Background: an optimization exercise with open tools, aiming at small area, a short achievable clock period and few clock cycles per item. Do not read the settings as production practice.
The RTL was checked by simulation tests, not by an equivalence proof against the original design.

File: flow/config.mk
export PLATFORM = sky130hd
export DESIGN_NAME = ascon128_stream
export DESIGN_NICKNAME = ascon128_stream
export VERILOG_FILES = /design/flow/design.v
export SDC_FILE = /design/flow/constraint.sdc
export NUM_CORES = 8
export LEC_CHECK = 0
export CAP_MARGIN = 20
export CORE_MARGIN = 2
export CORE_UTILIZATION = 40
export SLEW_MARGIN = 20
File: flow/constraint.sdc
create_clock -name core_clock -period 10.0 [get_ports {clk}]
set_input_delay 2.0000 -clock core_clock [delete_from_list [all_inputs] [get_ports {clk}]]
set_output_delay 2.0000 -clock core_clock [all_outputs]
set_load 0.01 [all_outputs]
File: flow/design.v
`timescale 1ns / 1ps
module ASCON_SBOX(input [63:0]Xark0,Xark1,Xark2,Xark3,Xark4,
output [63:0] Xsb0,Xsb1,Xsb2,Xsb3,Xsb4
 );
wire [63:0] Xa0,Xa1,Xa2,Xa3,Xa4,Xb0,Xb1,Xb2,Xb3,Xb4,Xc0,Xc1,Xc2,Xc3,Xc4;
assign Xa0 = Xark0 ^ Xark4;
assign Xa1 = Xark1;
assign Xa2 = Xark2 ^ Xark1;
assign Xa3 = Xark3;
assign Xa4 = Xark4 ^ Xark3;
assign Xb0 = ~Xa0 & Xa1;
assign Xb1 = ~Xa1 & Xa2;
assign Xb2 = ~Xa2 & Xa3;
assign Xb3 = ~Xa3 & Xa4;
assign Xb4 = ~Xa4 & Xa0;
assign Xc0 = Xa0 ^ Xb1;
assign Xc1 = Xa1 ^ Xb2;
assign Xc2 = Xa2 ^ Xb3;
assign Xc3 = Xa3 ^ Xb4;
assign Xc4 = Xa4 ^ Xb0; 
assign Xsb0 = Xc0 ^ Xc4;
assign Xsb1 = Xc1 ^ Xc0;
assign Xsb2 = ~ Xc2;
assign Xsb3 = Xc3 ^ Xc2;
assign Xsb4 = Xc4;
endmodule
`timescale 1ns / 1ps
module ASCON_ROUND_FUNCTION(input [63:0] Xi0,Xi1,Xi2,Xi3,Xi4, input [7:0] Roundconstant, output [63:0] Xo0,Xo1,Xo2,Xo3,Xo4 );
wire [63:0] Xark0,Xark1,Xark2,Xark3,Xark4,Xsb0,Xsb1,Xsb2,Xsb3,Xsb4;
assign Xark0 = Xi0;
assign Xark1 = Xi1;
assign Xark2 = Xi2 ^ {56'b0,Roundconstant};
assign Xark3 = Xi3;
assign Xark4 = Xi4;
ASCON_SBOX  asconsbox1(
Xark0,Xark1,Xark2,Xark3,Xark4,
Xsb0,Xsb1,Xsb2,Xsb3,Xsb4
            );
assign Xo0 = Xsb0 ^  { Xsb0[18:0],Xsb0[63:19] } ^ { Xsb0[27:0],Xsb0[63:28] };
assign Xo1 = Xsb1 ^  { Xsb1[60:0],Xsb1[63:61] } ^ { Xsb1[38:0],Xsb1[63:39] };
assign Xo2 = Xsb2 ^  { Xsb2[ 0:0],Xsb2[63: 1] } ^ { Xsb2[ 5:0],Xsb2[63: 6] };
assign Xo3 = Xsb3 ^  { Xsb3[ 9:0],Xsb3[63:10] } ^ { Xsb3[16:0],Xsb3[63:17] };
assign Xo4 = Xsb4 ^  { Xsb4[ 6:0],Xsb4[63: 7] } ^ { Xsb4[40:0],Xsb4[63:41] };
endmodule
`timescale 1ns / 1ps
module ASCON_ROUND_CONSTANT (
input clk,rst,ce,intial,inc,
input [3:0] constti,
output [7:0] constt
);
reg  [3:0] consttd;
reg [3:0] consttq;
always @(*) begin
case ({intial,inc})
2'b00: consttd = consttq ;
2'b01: consttd = consttq +1;
2'b10: consttd = constti;
2'b11: consttd = constti;
endcase
end
always @(posedge clk , posedge rst) begin
if (rst)
consttq <= 4'b0000;
else if (ce)
consttq <= consttd;
end
assign constt = {~consttq,consttq};
endmodule
`timescale 1ns / 1ps
module ASCON_DATAPATH(
   input clk,rst,ce,intial,inc,
   input [3:0]  constti,
   input[63:0] Xi0,Xi1,Xi2,Xi3,Xi4,
    output [63:0]Xo0,Xo1,Xo2,Xo3,Xo4
    );
    wire [7:0] constt;
    reg [63:0] Xreg0,Xreg1,Xreg2,Xreg3,Xreg4;
    ASCON_ROUND_CONSTANT asconRC1(
        .clk(clk),.rst(rst),.ce(ce),.intial(intial),.inc(inc),
        .constti(constti),
        .constt(constt)
    );
    ASCON_ROUND_FUNCTION asconRF1(
        Xreg0,Xreg1,Xreg2,Xreg3,Xreg4, 
        constt, 
        Xo0,Xo1,Xo2,Xo3,Xo4 
    );
    always @ (posedge clk , posedge rst) begin
    if (rst) begin
    Xreg0 <= 0;
    Xreg1 <= 0;
    Xreg2 <= 0;
    Xreg3 <= 0;
    Xreg4 <= 0; 
    end
    else if (ce) begin
    Xreg0 <= Xi0;
    Xreg1 <= Xi1;
    Xreg2 <= Xi2;
    Xreg3 <= Xi3;
    Xreg4 <= Xi4;
    end
    end
endmodule
`timescale 1ns / 1ps
module ASCONpadding(input [63:0]Ti,input [3:0]Tlen, output reg [63:0]To, output paddone );
always@(*) begin
case (Tlen)
4'd0: begin
To={1'b1,63'b0};
end
4'd1:begin
To={Ti[63:56],1'b1,55'b0};
end
4'd2:begin
To={Ti[63:48],1'b1,47'b0};
end
4'd3:begin
To={Ti[63:40],1'b1,39'b0};
end
4'd4:begin
To={Ti[63:32],1'b1,31'b0};
end
4'd5:begin
To={Ti[63:24],1'b1,23'b0};
end
4'd6:begin
To={Ti[63:16],1'b1,15'b0};
end
4'd7:begin
To={Ti[63:8],1'b1,7'b0};
end
4'd8: begin
To={Ti[63:0]};
end
default:begin
To={Ti[63:0]};
end
endcase
end
assign paddone = !Tlen[3];
endmodule
`timescale 1ns / 1ps
module ASCON_CONTROLER(
input              clk,rst,ce,start,startAD,startT,enc,
input      [127:0] key,nonce,
input        [3:0] PTlen,ADlen,
input       [63:0] ADblock,PTblock,
output     [127:0] T,
output      [63:0] CTblock,
output reg         CTv,
output reg         Tv,
output reg         read,
output             cons,isidle,
output reg        intial,inc,
output reg  [3:0] consti,
output reg [63:0] Xi0,Xi1,Xi2,Xi3,Xi4,
input      [63:0] Xo0,Xo1,Xo2,Xo3,Xo4
);
     reg  [5:0] cstate;
    reg [5:0] nstate;
    reg [63:0]datablock;
    reg [3:0]datalen;
    reg [127:0] keyreg;
    wire [63:0]pado,pado2;
    wire padv,padv2;
    reg lastassoq;
    wire startCT;
    wire startPT;
    parameter idle =              6'b000000,
              intialize1  =       6'b000001,
              intialize2  =       6'b000010,
              intialize3  =       6'b000011,
              intialize4  =       6'b000100,
              intialize5  =       6'b000101,
              intialize6 =        6'b000110,
              intialize7  =       6'b000111,
              intialize8  =       6'b001000,
              intialize9  =       6'b001001,
              intialize10 =       6'b001010,
              intialize11 =       6'b001011,
              intialize12 =       6'b001100, 
              Associateddata1  =  6'b001101,
              Associateddata2  =  6'b001110,
              Associateddata3  =  6'b001111,
              Associateddata4  =  6'b010000,
              Associateddata5  =  6'b010001,
              Associateddata6  =  6'b010010,
              Plaintext1  =       6'b010011,
              Plaintext2  =       6'b010100,
              Plaintext3  =       6'b010101,
              Plaintext4  =       6'b010110,
              Plaintext5  =       6'b010111,
              Plaintext6  =       6'b011000, 
              ciphertext1  =      6'b011001,
              ciphertext2  =      6'b011010,
              ciphertext3  =      6'b011011,
              ciphertext4  =      6'b011100,
              ciphertext5  =      6'b011101,
              ciphertext6  =      6'b011110,
              Finlization1  =     6'b011111, 
              Finlization2  =     6'b100000, 
              Finlization3  =     6'b100001, 
              Finlization4  =     6'b100010, 
              Finlization5  =     6'b100011, 
              Finlization6  =     6'b100100, 
              Finlization7  =     6'b100101, 
              Finlization8  =     6'b100110, 
              Finlization9  =     6'b100111, 
              Finlization10 =     6'b101000,
              Finlization11 =     6'b101001, 
              Finlization12 =     6'b101010, 
              intializereg =      6'b101011;
    always@(*) 
    begin
    case (cstate)
    6'b000000:begin
        intial = 0; inc = 0;
        consti = 4'b0000;
        Xi0 = 64'b0;
        Xi1 = 64'b0;
        Xi2 = 64'b0;
        Xi3 = 64'b0;
        Xi4 = 64'b0;
        CTv = 0;
        Tv = 0;
        read = 0;
        datablock = 64'b0;
        datalen = 0;
        if (start)
            nstate = intializereg;
        else
            nstate = idle;
    end
    6'b101011:begin
        intial = 1; inc = 0;
        consti = 4'b0000;
        Xi0 = 64'h80400c0600000000;
        Xi1 = key[127:64];
        Xi2 = key[63:0];
        Xi3 = nonce[127:64];
        Xi4 = nonce[63:0];
        CTv = 0;
        Tv = 0;
        read = 0;
        if (startAD) begin
            datablock = ADblock;
            datalen = ADlen;
        end
        else begin
            datablock = PTblock;
            datalen = PTlen;
        end
        nstate = intialize1;
    end
    6'b000001:begin
        intial = 0; inc = 1;
        consti = 4'b0000;
        Xi0 = Xo0;
        Xi1 = Xo1;
        Xi2 = Xo2;
        Xi3 = Xo3;
        Xi4 = Xo4;
        CTv = 0;
        Tv = 0;
        read = 0;
        if (startAD) begin
             datablock = ADblock;
             datalen = ADlen;
        end
        else begin
            datablock = PTblock;
            datalen = PTlen;
        end
        nstate = intialize2;
    end
    6'b000010:begin
        intial = 0; inc = 1;
        consti = 4'b0000;
        Xi0 = Xo0;
        Xi1 = Xo1;
        Xi2 = Xo2;
        Xi3 = Xo3;
        Xi4 = Xo4;
        CTv = 0;
        Tv = 0;
        read = 0;
        if (startAD) begin
             datablock = ADblock;
             datalen = ADlen;
        end
        else begin
             datablock = PTblock;
             datalen = PTlen;
        end
        nstate = intialize3;
    end
    6'b000011:begin
        intial = 0; inc = 1;
        consti = 4'b0000;
        Xi0 = Xo0;
        Xi1 = Xo1;
        Xi2 = Xo2;
        Xi3 = Xo3;
        Xi4 = Xo4;
        CTv = 0;
        Tv = 0;
        read = 0;
        if (startAD) begin
             datablock = ADblock;
             datalen = ADlen;
        end
        else begin
             datablock = PTblock;
             datalen = PTlen;
        end
        nstate = intialize4;
    end
    6'b000100:begin
        intial = 0; inc = 1;
        consti = 4'b0000;
        Xi0 = Xo0;
        Xi1 = Xo1;
        Xi2 = Xo2;
        Xi3 = Xo3;
        Xi4 = Xo4;
        CTv = 0;
        Tv = 0;
        read = 0;
        if (startAD) begin
             datablock = ADblock;
             datalen = ADlen;
        end
        else begin
             datablock = PTblock;
             datalen = PTlen;
        end
        nstate = intialize5;
    end
     6'b000101:begin
         intial = 0; inc = 1;
         consti = 4'b0000;
         Xi0 = Xo0;
         Xi1 = Xo1;
         Xi2 = Xo2;
         Xi3 = Xo3;
         Xi4 = Xo4;
         CTv = 0;
         Tv = 0;
         read = 0;
         if (startAD) begin
             datablock = ADblock;
             datalen = ADlen;
         end
         else begin
             datablock = PTblock;
             datalen = PTlen;
         end
         nstate = intialize6;
    end
    6'b000110:begin
        intial = 0; inc = 1;
        consti = 4'b0000;
        Xi0 = Xo0;
        Xi1 = Xo1;
        Xi2 = Xo2;
        Xi3 = Xo3;
        Xi4 = Xo4;
        CTv = 0;
        Tv = 0;
        read = 0;
        if (startAD) begin
             datablock = ADblock;
             datalen = ADlen;
        end
        else begin
             datablock = PTblock;
             datalen = PTlen;
        end
        nstate = intialize7;
    end
    6'b000111:begin
        intial = 0; inc = 1;
        consti = 4'b0000;
        Xi0 = Xo0;
        Xi1 = Xo1;
        Xi2 = Xo2;
        Xi3 = Xo3;
        Xi4 = Xo4;
        CTv = 0;
        Tv = 0;
        read = 0;
        if (startAD) begin
             datablock = ADblock;
             datalen = ADlen;
        end
        else begin
             datablock = PTblock;
             datalen = PTlen;
        end
        nstate = intialize8;
    end
    6'b001000:begin
        intial = 0; inc = 1;
        consti = 4'b0000;
        Xi0 = Xo0;
        Xi1 = Xo1;
        Xi2 = Xo2;
        Xi3 = Xo3;
        Xi4 = Xo4;
        CTv = 0;
        Tv = 0;
        read = 0;
        if (startAD) begin
             datablock = ADblock;
             datalen = ADlen;
        end
        else begin
             datablock = PTblock;
             datalen = PTlen;
        end
        nstate = intialize9;
    end
    6'b001001:begin
        intial = 0; inc = 1;
        consti = 4'b0000;
        Xi0 = Xo0;
        Xi1 = Xo1;
        Xi2 = Xo2;
        Xi3 = Xo3;
        Xi4 = Xo4;
        CTv = 0;
        Tv = 0;
        read = 0;
        if (startAD) begin
             datablock = ADblock;
             datalen = ADlen;
        end
        else begin
             datablock = PTblock;
             datalen = PTlen;
        end
        nstate = intialize10;
    end
    6'b001010:begin
        intial = 0; inc = 1;
        consti = 4'b0000;
        Xi0 = Xo0;
        Xi1 = Xo1;
        Xi2 = Xo2;
        Xi3 = Xo3;
        Xi4 = Xo4;
        CTv = 0;
        Tv = 0;
        read = 0;
        if (startAD) begin
             datablock = ADblock;
             datalen = ADlen;
        end
        else begin
             datablock = PTblock;
             datalen = PTlen;
        end
        nstate = intialize11;
    end
    6'b001011:begin
        intial = 0; inc = 1;
        consti = 4'b0000;
        Xi0 = Xo0;
        Xi1 = Xo1;
        Xi2 = Xo2;
        Xi3 = Xo3;
        Xi4 = Xo4;
        CTv = 0;
        Tv = 0;
        read = 0;
        if (startAD) begin
            datablock = ADblock;
            datalen = ADlen;
        end
        else begin
            datablock = PTblock;
            datalen = PTlen;
        end
        nstate = intialize12;
    end
    6'b001100:begin
        intial = 1; inc = 0;
        Xi3 = Xo3 ^ keyreg [127:64];
        Tv = 0;
        read = 0;
        if (startAD)begin
            CTv = 0;
            nstate = Associateddata1;
            consti = 4'b0110;
            Xi0 = pado ^ Xo0;  
            Xi1 = Xo1;
            Xi2 = Xo2;
            Xi4 = Xo4 ^ keyreg [63:0];
            datablock = ADblock;
            datalen = ADlen;
        end
        else if (startPT && PTlen == 4'd8)begin
            CTv = 1;
            nstate = Plaintext1;
            consti = 4'b0110;
            Xi0 = CTblock;
            Xi1 = Xo1;
            Xi2 = Xo2;
            Xi4 = Xo4 ^ keyreg [63:0]^1;
            datablock = PTblock;
            datalen = PTlen;
        end
        else if (startPT && PTlen != 4'd8)begin
            CTv = 1;
            nstate = Finlization1;
            consti = 4'b0000;
            Xi0 = CTblock;
            Xi1 = Xo1 ^ keyreg [127:64];
            Xi2 = Xo2 ^ keyreg [63:0] ;
            Xi4 = Xo4 ^ keyreg [63:0]^1;
            datablock = PTblock;
            datalen = PTlen;
        end
        else if (startCT && PTlen == 4'd8)begin
            CTv = 1;
            nstate = ciphertext1;
            consti = 4'b0110;
            Xi0 = PTblock;
            Xi1 = Xo1 ;
            Xi2 = Xo2 ;
            Xi4 = Xo4 ^ keyreg [63:0]^1;
            datablock = PTblock;
            datalen = PTlen;
        end
        else if (startCT && PTlen != 4'd8)begin
            CTv = 1;
            nstate = Finlization1;
            consti = 4'b0000;
            Xi0 = pado2 ^ Xo0;
            Xi1 = Xo1 ^ keyreg [127:64] ;
            Xi2 = Xo2 ^ keyreg [63:0] ;
            Xi4 = Xo4 ^ keyreg [63:0]^1;
            datablock = PTblock;
            datalen = PTlen;
        end
        else begin  
            CTv = 0;
            read = 0;
            nstate = Finlization1;
            consti = 4'b0000;
            Xi0 = CTblock;
            Xi1 = Xo1 ^ keyreg [127:64];
            Xi2 = Xo2 ^ keyreg [63:0] ;
            Xi4 = Xo4 ^ keyreg [63:0]^1;
            datablock = PTblock;
            datalen = PTlen;
        end
    end 
    6'b001101:begin
        intial = 0; inc = 1;
        consti = 4'b0110;
        Xi0 = Xo0;
        Xi1 = Xo1;
        Xi2 = Xo2;
        Xi3 = Xo3;
        Xi4 = Xo4;
        CTv = 0;
        Tv = 0;
        datalen = ADlen; 
        datablock = ADblock;
        read=0;
        nstate = Associateddata2;
    end
    6'b001110:begin
        intial = 0; inc = 1;
        consti = 4'b0110;
        Xi0 = Xo0;
        Xi1 = Xo1;
        Xi2 = Xo2;
        Xi3 = Xo3;
        Xi4 = Xo4;
        CTv = 0;
        Tv = 0;
        read = 0; 
        datalen = ADlen; 
        datablock = ADblock; 
        nstate = Associateddata3;
    end
    6'b001111:begin
        intial = 0; inc = 1;
        consti = 4'b0110;
        Xi0 = Xo0;
        Xi1 = Xo1;
        Xi2 = Xo2;
        Xi3 = Xo3;
        Xi4 = Xo4;
        CTv = 0;
        Tv = 0;
        read = startAD;
        datalen = ADlen; 
        datablock = ADblock; 
        nstate = Associateddata4;
    end
    6'b010000:begin
        intial = 0; inc = 1;
        consti = 4'b0110;
        Xi0 = Xo0;
        Xi1 = Xo1;
        Xi2 = Xo2;
        Xi3 = Xo3;
        Xi4 = Xo4;
        CTv = 0;
        Tv = 0;
        read = 0;
        nstate = Associateddata5;
        datalen = ADlen; 
        datablock = ADblock; 
    end
    6'b010001:begin
        intial = 0; inc = 1;
        consti = 4'b0110;
        Xi0 = Xo0;
        Xi1 = Xo1;
        Xi2 = Xo2;
        Xi3 = Xo3;
        Xi4 = Xo4;
        CTv = 0;
        Tv = 0;
        read = 0;
        nstate = Associateddata6;
        datalen = ADlen; 
        datablock = ADblock; 
    end
    6'b010010:begin
        intial = 1; inc = 0;   
        Xi3 = Xo3;
        Tv = 0;
        read = 0;
       if (lastassoq) begin 
            if (startPT && PTlen == 4'd8) begin    
                CTv = 1;
                datablock = PTblock;
                datalen = PTlen;
                nstate = Plaintext1;
                consti = 4'b0110;
                Xi0 = CTblock;
                Xi1 = Xo1;
                Xi2 = Xo2;
                Xi4 = Xo4 ^1;
            end
            else if (startPT && PTlen != 4'd8) begin   
                CTv = 1;
                datablock = PTblock;
                datalen = PTlen;
                nstate = Finlization1;
                consti = 4'b0000;
                Xi0 = CTblock;
                Xi1 = Xo1 ^ keyreg [127:64];
                Xi2 = Xo2 ^ keyreg [63:0] ;
                Xi4 = Xo4 ^1;
            end 
            else if (startCT && PTlen == 4'd8) begin
                CTv = 1;
                datablock = PTblock;
                datalen = PTlen;
                nstate = ciphertext1;
                Xi0 = PTblock;
                Xi1 = Xo1;
                Xi2 = Xo2;
                Xi4 = Xo4 ^ 1;
                consti = 4'b0110;
            end
            else if (startCT && PTlen != 4'd8) begin
                CTv = 1;
                datablock = PTblock;
                datalen = PTlen;
                nstate = Finlization1;
                Xi0 = pado2 ^ Xo0;
                Xi1 = Xo1 ^ keyreg [127:64];
                Xi2 = Xo2 ^ keyreg [63:0] ;
                Xi4 = Xo4 ^ 1;
                consti = 4'b0000;
            end
            else begin  
                 CTv = 0;
                 read = 0;
                datablock = PTblock;
                datalen = PTlen;
                nstate = Finlization1;
                consti = 4'b0000;
                Xi0 = CTblock;
                Xi1 = Xo1 ^ keyreg [127:64];
                Xi2 = Xo2 ^ keyreg [63:0] ;
                Xi4 = Xo4 ^ 1; 
            end
      end
      else begin
            CTv = 0;      
            nstate = Associateddata1;
            consti = 4'b0110;
            Xi0 = pado ^ Xo0;   
            Xi1 = Xo1;          
            Xi2 = Xo2;
            Xi4 = Xo4;
            datalen = ADlen; 
            datablock = ADblock; 
       end
    end
    6'b010011:begin
        intial = 0; inc = 1;
        consti = 4'b0110;
        Xi0 = Xo0;
        Xi1 = Xo1;
        Xi2 = Xo2;
        Xi3 = Xo3;
        Xi4 = Xo4;
        CTv = 0;
        Tv = 0;
        read = 1;
        datalen = PTlen; 
        datablock = PTblock; 
        nstate = Plaintext2;
    end
    6'b010100:begin
        intial = 0; inc = 1;
        consti = 4'b0110;
        Xi0 = Xo0;
        Xi1 = Xo1;
        Xi2 = Xo2;
        Xi3 = Xo3;
        Xi4 = Xo4;
        CTv = 0;
        Tv = 0;
        read = 0;
        datalen = PTlen; 
        datablock = PTblock; 
        nstate = Plaintext3;
    end
    6'b010101:begin
        intial = 0; inc = 1;
        consti = 4'b0110;
        Xi0 = Xo0;
        Xi1 = Xo1;
        Xi2 = Xo2;
        Xi3 = Xo3;
        Xi4 = Xo4;
        CTv = 0;
        Tv = 0;
        read = 0;
        datalen = PTlen; 
        datablock = PTblock;
        nstate = Plaintext4;
    end
    6'b010110:begin
        intial = 0; inc = 1;
        consti = 4'b0110;
        Xi0 = Xo0;
        Xi1 = Xo1;
        Xi2 = Xo2;
        Xi3 = Xo3;
        Xi4 = Xo4;
        CTv = 0;
        Tv = 0;
        read = 0;
        datalen = PTlen; 
        datablock = PTblock;
        nstate = Plaintext5;
    end
    6'b010111:begin
        intial = 0; inc = 1;
        consti = 4'b0110;
        Xi0 = Xo0;
        Xi1 = Xo1;
        Xi2 = Xo2;
        Xi3 = Xo3;
        Xi4 = Xo4;
        CTv = 0;
        Tv = 0;
        read = 0;
        datalen = PTlen; 
        datablock = PTblock;
        nstate = Plaintext6;
    end
    6'b011000:begin
        intial = 1; inc = 0;
        Xi3 = Xo3;
        Xi4 = Xo4;
        Tv = 0;
        read = 0;
        datablock = PTblock;
        datalen = PTlen;
        if (padv) begin
            Xi0 = pado  ^ Xo0;
            nstate = Finlization1;
            CTv =  startPT;
            consti = 4'b0000;
            Xi1 = Xo1 ^ keyreg [127:64];
            Xi2 = Xo2 ^ keyreg [63:0] ;
        end
        else begin 
            if (startPT) begin
                Xi0 = CTblock;
                nstate = Plaintext1;
                CTv = 1; 
                consti = 4'b0110;
                Xi1 = Xo1;
                Xi2 = Xo2;
            end
            else begin   
                Xi0 = pado  ^ Xo0;
                nstate = Finlization1;
                CTv = 0;
                consti = 4'b0000;
                Xi1 = Xo1 ^ keyreg [127:64];
                Xi2 = Xo2 ^ keyreg [63:0] ;
            end
        end
    end          
    6'b011001:begin
        intial = 0; inc = 1;
        consti = 4'b0110;
        Xi0 = Xo0; 
        Xi1 = Xo1;
        Xi2 = Xo2;
        Xi3 = Xo3;
        Xi4 = Xo4;
        CTv = 0;
        Tv = 0;
        read = 1;
        datablock = PTblock;
        datalen = PTlen;
        nstate = ciphertext2;
    end
    6'b011010:begin
        intial = 0; inc = 1;
        consti = 4'b0110;
        Xi0 = Xo0; 
        Xi1 = Xo1;
        Xi2 = Xo2;
        Xi3 = Xo3;
        Xi4 = Xo4;
        CTv = 0;
        Tv = 0;
        read = 0;
        datablock = PTblock;
        datalen = PTlen;
        nstate = ciphertext3;
    end
    6'b011011:begin
        intial = 0; inc = 1;
        consti = 4'b0110;
        Xi0 = Xo0; 
        Xi1 = Xo1;
        Xi2 = Xo2;
        Xi3 = Xo3;
        Xi4 = Xo4;
        CTv = 0;
        Tv = 0;
        read = 0;
        datablock = PTblock;
        datalen = PTlen;
        nstate = ciphertext4; 
    end
    6'b011100:begin
        intial = 0; inc = 1;
        consti = 4'b0110;
        Xi0 = Xo0; 
        Xi1 = Xo1;
        Xi2 = Xo2;
        Xi3 = Xo3;
        Xi4 = Xo4;
        CTv = 0;
        Tv = 0;
        read = 0;
        datablock = PTblock;
        datalen = PTlen;
        nstate = ciphertext5; 
    end
    6'b011101:begin
        intial = 0; inc = 1;
        consti = 4'b0110;
        Xi0 = Xo0; 
        Xi1 = Xo1;
        Xi2 = Xo2;
        Xi3 = Xo3;
        Xi4 = Xo4;
        CTv = 0;
        Tv = 0;
        read = 0;
        datablock = PTblock;
        datalen = PTlen;
        nstate = ciphertext6;
    end
    6'b011110:begin
        intial = 1; inc = 0;
        Xi3 = Xo3;
        Xi4 = Xo4;
        Tv = 0;
        read = 0;
        datablock = PTblock;
        datalen = PTlen;
        if (padv) begin
            Xi0 = pado2 ^ Xo0;
            nstate = Finlization1;
            CTv = startCT;
            consti = 4'b0000;
            Xi1 = Xo1 ^ keyreg [127:64];
            Xi2 = Xo2 ^ keyreg [63:0] ;
            end
        else begin 
            if (startCT) begin
                Xi0 = pado;
                nstate = ciphertext1;
                CTv = 1; 
                consti = 4'b0110;
                Xi1 = Xo1;
                Xi2 = Xo2;
            end
            else begin  
                Xi0 = pado ^ Xo0;
                nstate = Finlization1;
                CTv = 0;
                consti = 4'b0000;
                Xi1 = Xo1 ^ keyreg [127:64];
                Xi2 = Xo2 ^ keyreg [63:0] ;
            end
        end  
    end
    6'b011111:begin
        intial = 0; inc = 1;
        consti = 4'b0000;
        Xi0 = Xo0;
        Xi1 = Xo1;
        Xi2 = Xo2 ;
        Xi3 = Xo3;
        Xi4 = Xo4;
        Tv = 0;
        datablock = PTblock;
        datalen = PTlen;
        if (startPT ||startCT) read = 1;
        else read = 0;
        CTv = 0;
        nstate = Finlization2;
    end 
    6'b100000:begin
        intial = 0; inc = 1;
        consti = 4'b0000;
        Xi0 = Xo0;
        Xi1 = Xo1;
        Xi2 = Xo2;
        Xi3 = Xo3;
        Xi4 = Xo4;
        CTv = 0;
        Tv = 0;
        read = 0;  
        datablock = PTblock;
        datalen = PTlen;
        nstate = Finlization3;
    end 
    6'b100001:begin
        intial = 0; inc = 1;
        consti = 4'b0000;
        Xi0 = Xo0;
        Xi1 = Xo1;
        Xi2 = Xo2;
        Xi3 = Xo3;
        Xi4 = Xo4;
        CTv = 0;
        Tv = 0;
        read = 0;
        datablock = PTblock;
        datalen = PTlen;
        nstate = Finlization4;
    end 
    6'b100010:begin
        intial = 0; inc = 1;
        consti = 4'b0000;
        Xi0 = Xo0;
        Xi1 = Xo1;
        Xi2 = Xo2;
        Xi3 = Xo3;
        Xi4 = Xo4;
        CTv = 0;
        Tv = 0;
        read = 0;
        datablock = PTblock;
        datalen = PTlen;
        nstate = Finlization5;
    end 
    6'b100011:begin
        intial = 0; inc = 1;
        consti = 4'b0000;
        Xi0 = Xo0;
        Xi1 = Xo1;
        Xi2 = Xo2;
        Xi3 = Xo3;
        Xi4 = Xo4;
        CTv = 0;
        Tv = 0;
        read = 0;
        datablock = PTblock;
        datalen = PTlen;
        nstate = Finlization6;
    end 
    6'b100100:begin
        intial = 0; inc = 1;
        consti = 4'b0000;
        Xi0 = Xo0;
        Xi1 = Xo1;
        Xi2 = Xo2;
        Xi3 = Xo3;
        Xi4 = Xo4;
        CTv = 0;
        Tv = 0;
        read = 0;
        datablock = PTblock;
        datalen = PTlen;
        nstate = Finlization7;
    end 
    6'b100101:begin
        intial = 0; inc = 1;
        consti = 4'b0000;
        Xi0 = Xo0;
        Xi1 = Xo1;
        Xi2 = Xo2;
        Xi3 = Xo3;
        Xi4 = Xo4;
        CTv = 0;
        Tv = 0;
        read = 0;
        datablock = PTblock;
        datalen = PTlen;
        nstate = Finlization8;
    end 
    6'b100110:begin
        intial = 0; inc = 1;
        consti = 4'b0000;
        Xi0 = Xo0;
        Xi1 = Xo1;
        Xi2 = Xo2;
        Xi3 = Xo3;
        Xi4 = Xo4;
        CTv = 0;
        Tv = 0;
        read = 0;
        datablock = PTblock;
        datalen = PTlen;
        nstate = Finlization9;
    end 
    6'b100111:begin
        intial = 0; inc = 1;
        consti = 4'b0000;
        Xi0 = Xo0;
        Xi1 = Xo1;
        Xi2 = Xo2;
        Xi3 = Xo3;
        Xi4 = Xo4;
        CTv = 0;
        Tv = 0;
        read = 0;
        datablock = PTblock;
        datalen = PTlen;
        nstate = Finlization10;
    end
    6'b101000:begin
        intial = 0; inc = 1;
        consti = 4'b0000;
        Xi0 = Xo0;
        Xi1 = Xo1;
        Xi2 = Xo2;
        Xi3 = Xo3;
        Xi4 = Xo4;
        CTv = 0;
        Tv = 0;
        read = 0;
        datablock = PTblock;
        datalen = PTlen;
        nstate = Finlization11;
    end
    6'b101001:begin
        intial = 0; inc = 1;
        consti = 4'b0000;
        Xi0 = Xo0;
        Xi1 = Xo1;
        Xi2 = Xo2;
        Xi3 = Xo3;
        Xi4 = Xo4;
        CTv = 0;
        Tv = 0;
        read = 0;
        datablock = PTblock;
        datalen = PTlen;
        nstate = Finlization12;
    end 
    6'b101010:begin
        intial = 1; inc = 0;
        consti = 4'b0000;
        Xi0 = Xo0;
        Xi1 = Xo1;
        Xi2 = Xo2;
        Xi3 = Xo3;
        Xi4 = Xo4;
        CTv = 0;
        Tv = 1;
        read = 0;
        datablock = PTblock;
        datalen = PTlen;
        nstate = idle;
    end 
    default:begin
            intial = 1; inc = 0;
            consti = 4'b0000;
            Xi0 = Xo0;
            Xi1 = Xo1;
            Xi2 = Xo2;
            Xi3 = Xo3;
            Xi4 = Xo4;
            CTv = 0;
            Tv = 1;
            read = 0;
            datablock = PTblock;
            datalen = PTlen;
            nstate = idle;
    end
    endcase
    end
     always @(posedge clk, posedge rst)
    begin
    if (rst)
    cstate <= 6'b000000;
    else if (ce)
    cstate <= nstate;    
    end
    assign cons = (cstate == intialize12) || (cstate == Associateddata6) ||
                  (cstate == Plaintext6) || (cstate == ciphertext6);
    assign isidle = (cstate == idle);
    assign startCT = startT & ~enc;
    assign startPT = startT & enc;
    assign T = {Xo3,Xo4} ^ keyreg;
    assign CTblock = Xo0 ^ pado; 
    ASCONpadding asconpad1 ( datablock,datalen, pado,padv );
    ASCONpadding asconpad2 ( CTblock,datalen, pado2,padv2 );
    always @(posedge clk, posedge rst)
    begin
    if (rst) begin
        lastassoq <=0;
        keyreg <= 0;
    end
    else if (ce) begin
        if (cstate == Associateddata1) lastassoq <= padv;
        if (cstate == intializereg) keyreg <= key;
    end    
    end
endmodule
`timescale 1ns / 1ps
module ASCON_AEAD(
input          clk,rst,ce,start,startAD,startT,enc, 
input  [127:0] key,nonce,
input   [63:0] ADblock,PTblock,
input    [3:0] PTlen,ADlen,
output [127:0] T,
output  [63:0] CTblock,
output         CTv,Tv,read,
output         cons,isidle
);
wire intial,inc;
wire [3:0] consti;
wire [63:0] Xi0,Xi1,Xi2,Xi3,Xi4,Xo0,Xo1,Xo2,Xo3,Xo4;
ASCON_CONTROLER  asconcont1(
 clk,rst,ce,start,startAD,startT,enc,
 key,nonce,
 PTlen,ADlen,
ADblock,PTblock,
 T,
CTblock,
CTv,
Tv,
read,
cons,isidle,
intial,inc,
consti,
 Xi0,Xi1,Xi2,Xi3,Xi4,
Xo0,Xo1,Xo2,Xo3,Xo4
    );
ASCON_DATAPATH ascondatapath1(
 clk,rst,ce,intial,inc,
 consti,
 Xi0,Xi1,Xi2,Xi3,Xi4,
 Xo0,Xo1,Xo2,Xo3,Xo4
        );    
endmodule
`timescale 1ns / 1ps
module ascon128_stream(
input          clk, rst,
input          start, enc,
input  [127:0] key, nonce,
input          in_valid,
output         in_ready,
input   [63:0] in_data,
input    [3:0] in_bytes,
input          in_ad,
output         out_valid,
output  [63:0] out_data,
output         tag_valid,
output [127:0] tag
);
reg        blk_valid, blk_ad;
reg [63:0] blk_data;
reg  [3:0] blk_len;
wire cons, isidle, read;
wire ce = !(cons && !blk_valid);
assign in_ready = !blk_valid;
always @(posedge clk, posedge rst) begin
    if (rst)
        blk_valid <= 1'b0;
    else if (in_valid && in_ready)
        blk_valid <= 1'b1;
    else if (cons && blk_valid)
        blk_valid <= 1'b0;
end
always @(posedge clk) begin
    if (in_valid && in_ready) begin
        blk_data <= in_data;
        blk_len  <= in_bytes;
        blk_ad   <= in_ad;
    end
end
ASCON_AEAD core (
    .clk(clk), .rst(rst), .ce(ce),
    .start(start),
    .startAD(blk_valid & blk_ad),
    .startT(blk_valid & ~blk_ad),
    .enc(enc),
    .key(key), .nonce(nonce),
    .ADblock(blk_data), .PTblock(blk_data),
    .PTlen(blk_len), .ADlen(blk_len),
    .T(tag),
    .CTblock(out_data),
    .CTv(out_valid),
    .Tv(tag_valid),
    .read(read),
    .cons(cons), .isidle(isidle)
);
endmodule
File: flow/run.sh
#!/bin/bash
# synth_recipe.tcl (not shown) runs the flow's synth.tcl, then flattens the netlist and writes it again
# the make line also repeats each setting of config.mk as NAME=value (left out here)
make -C /OpenROAD-flow-scripts/flow DESIGN_CONFIG=/design/flow/config.mk WORK_HOME=/design/flow/orfs CLKGATE_MAP_FILE= SYNTH_SCRIPT=/design/flow/synth_recipe.tcl finish
==> results.toml <==
[clock_tree]
cts_root_buf = "clkbuf_16"
h-tree-depth = 3
clock-sinks = 529
cts_tree = "done"
cts_buffers = 71
cts_buffer_depth = 3
clk_latency_ps = 680
post_cts_buffers = 0
clk_pin_slew_worst_paths_ps = 60
cts_hold_buf = 0
cts_resized = 0

[floorplanning]
die-height_um = 347
fp-row-count = 125
start_util_pct = 40.4
io_pins = 525
dieArea_mm2 = 0.120
fp.dieW_um = 347
coreArea_mm2 = 0.116

[placed_design]
place.gp.congestion = 1.07
pre_cts_ws_ps = 4190
io_buffers = 524
hpwl_um = 202000

[setup_path]
startpoint_type = "flip-flop"
path_max_fanout = 5
worstPathArrival_ps = 4560
endpoint_kind = "primary output"
critPathRequiredTime_ps = 8000
crit_type = "flip-flop to primary output"

[synthesis]
ys.flop_type = "dfrtp_1"
synth_edf_count = 69
syn_nets = 6074
yosysTopAreaCell = "dfrtp_1"
synth_area_per_cell_um2 = 8.37
yosys-top-cells-area = "dfrtp_1 24%, xnor2_1 17%, xor2_1 5.9%"
yosysTopAreaCellShare_pct = 24.5
yosysWarnings = 5
async_reset_ff_share_pct = 87.0
synth_area_mm2 = 0.0470
yosysSeqAreaShare_pct = 28.9
syn_inst = 5615
yosys_register_bits = 529
synthDistinctLibCells = 103

[global_route]
grt_pass1_wl_um = 359000
grt_max_degree = 150
grt_overflow = 0
grt_usage_pct = 42.3
antenna_found_initial = 5
grt_pass1_vias = 44217

[finish]
regArea_mm2 = 0.0136
fill_cells = 11318
utilization_pct = 48.6
final_common_cell = "xnor2_1"
syn2layout_area_growth_pct = 20.2
multi_input_area_mm2 = 0.0315
layout.nets = 6498
final_cell_mix = "906 x xnor2_1, 696 x nand2_1, 524 x clkdlybuf4s50_1, 505 x nor2_1, 459 x dfrtp_1"
drive_gt1_share_pct = 6.34

[detailed_routing]
drt_iter0_drc = 6299
routed_wirelength_um = 262000
route.vias.total = 47332
via_per_inst = 6.21
first_pass_iters = 6
drc = 0
post_drt_wl_per_cell_um = 34.4
final_antenna_net_count = 0

[sta]
relSlewSlack_pct = 12.4
setup_viol = 0
fin_crit_ps = 6560
grt_setup_unrepaired = "false"
tns_ps = 0
worst_slew_pin_slew_ps = 1300
fin_skew_ps = 28.7
setup_ws_ps = 3440
maxSlewViolCount = 0
fin_crit_sh_pct = 65.6
hold_viol = 0
timing.fmax_ghz = 0.152

[hold_path]
hp-class = "flip-flop to flip-flop"

[job]
drv_cap = 0

[status]
status = "complete, no violations"
## per-stage QoR
step	hold slack [ps]	instance area (um^2)	cells
2_1_floorplan	483	47000	5615
3_3_place_gp	497	54100	7488
3_5_place_dp	504	54200	7488
4_1_cts	517	56500	7615
5_1_grt	522	56500	7617
6_report	519	56500	7619
## kinds of logic after synthesis
family | share of synthesized area, %
XOR/XNOR | 26.5
AND/OR/NAND/NOR | 14.3
buffers and inverters | 4.54
multiplexers | 0.729
adder cells (fa/ha/maj) | 4.80
flip-flops | 28.9
AO/OA/AOI/OAI | 20.3
## layer usage
metal | global-route usage [%] | up-vias | part of all wire, % | wire length [um]
li1 | - | 20432 | - | -
met2 | 62.8 | 3052 | 42 | 111000
met3 | 11.2 | 668 | 11 | 28500
met1 | 54.7 | 23174 | 39 | 103000
met4 | 26.0 | 6 | 7.6 | 20000
met5 | 0 | - | 0.023 | 61
## cell type report
| cell class | instances | share of cell area (%) |
|---|---|---|
| Antenna cell | 2 | 0.00886 |
| Clock buffer | 99 | 3.56 |
| Clock inverter | 28 | 0.410 |
| Inverter | 215 | 1.43 |
| Multi-Input combinational cell | 4551 | 55.8 |
| Sequential cell | 529 | 24.0 |
| Tap cell | 1524 | 3.37 |
| Timing Repair Buffer | 671 | 11.3 |
## worst paths after layout
path	from	endpoint	slack [ps]	depth (start not counted)
min in group asynchronous	rst	core.ascondatapath1.Xreg4[56]	1850	3
hold / removal	core.ascondatapath1.Xreg2[4]	core.ascondatapath1.Xreg2[4]	520	1
setup / recovery	core.ascondatapath1.Xreg3[24]	tag[78]	3440	8
max in group asynchronous	rst	core.ascondatapath1.Xreg0[19]	6500	4
setup reg to reg	core.asconcont1.cstate[0]	core.ascondatapath1.Xreg2[31]	5010	10
hold reg to reg	core.ascondatapath1.Xreg2[4]	core.ascondatapath1.Xreg2[4]	520	1
## registers in the layout, summed over array words and instances (netlist names)
signal                                cells
core.ascondatapath1.Xreg1                64
blk_ad                                    1
core.ascondatapath1.asconRC1.consttq      4
core.asconcont1.cstate                    6
core.ascondatapath1.Xreg2                64
blk_valid                                 1
blk_data                                 64
core.asconcont1.lastassoq                 1
core.ascondatapath1.Xreg0                64
core.ascondatapath1.Xreg4                64
blk_len                                   4
core.ascondatapath1.Xreg3                64
core.asconcont1.keyreg                  128
## cell usage after synthesis (all sizes together) (21+ instances only)
| cell | instances |
|---|---|
| nor2 | 514 |
| nor3 | 36 |
| a21oi | 353 |
| o21bai | 45 |
| a211oi | 33 |
| nor4 | 71 |
| inv | 215 |
| a221oi | 147 |
| o21ai | 358 |
| o211ai | 35 |
| clkbuf | 243 |
| nor2b | 70 |
| ha | 129 |
| dfrtp | 460 |
| xnor3 | 42 |
| o32ai | 43 |
| and2 | 22 |
| xor2 | 316 |
| buf | 77 |
| a21o | 46 |
| o22ai | 57 |
| a31o | 51 |
| edfxtp | 69 |
| nand2 | 698 |
| xnor2 | 950 |
| mux2i | 32 |
| and3 | 21 |
| nand3 | 41 |
| a31oi | 131 |
| maj3 | 64 |
## worst max-delay path: stages, from the launching register on
cell and delay, ps:
dfrtp_1 470, inv_1 70, ha_1 210, xnor2_1 790
xnor2_1 550, xnor2_1 520, xnor2_1 210, xnor2_1 430
clkdlybuf4s50_1 630
Testbench counts, summed over its fixed seeds: cycles 23,122, bytes 19,747.

==> static timing again, ports no longer ideal <==
In the flow no input, the clock included, has a driving cell. The finished layout below was timed again as built, in two steps.
Step 1 assumes that a clkbuf_16 drives the clock port and a buf_2 every other input.
Step 2 adds t to the input delays and takes it off the output delays; t is the mean of the earliest and latest rising clock arrival at the registers after step 1. Input paths then give back, and output paths get back, about the clock's delay inside the block.
Slacks: ideal / step 1 / step 2; pairs: ideal / step 1.
t (ns): 0.746
slack for setup (ns): 3.440 / 3.361 / 4.107
latest minus earliest clock arrival (ns): 0.030 / 0.030
worst slew at a driven data input, ns: 0.11
After both steps this run still meets setup and hold. The setup slack of this run moves by -0.079 ns with the drivers and by +0.667 ns with both steps.
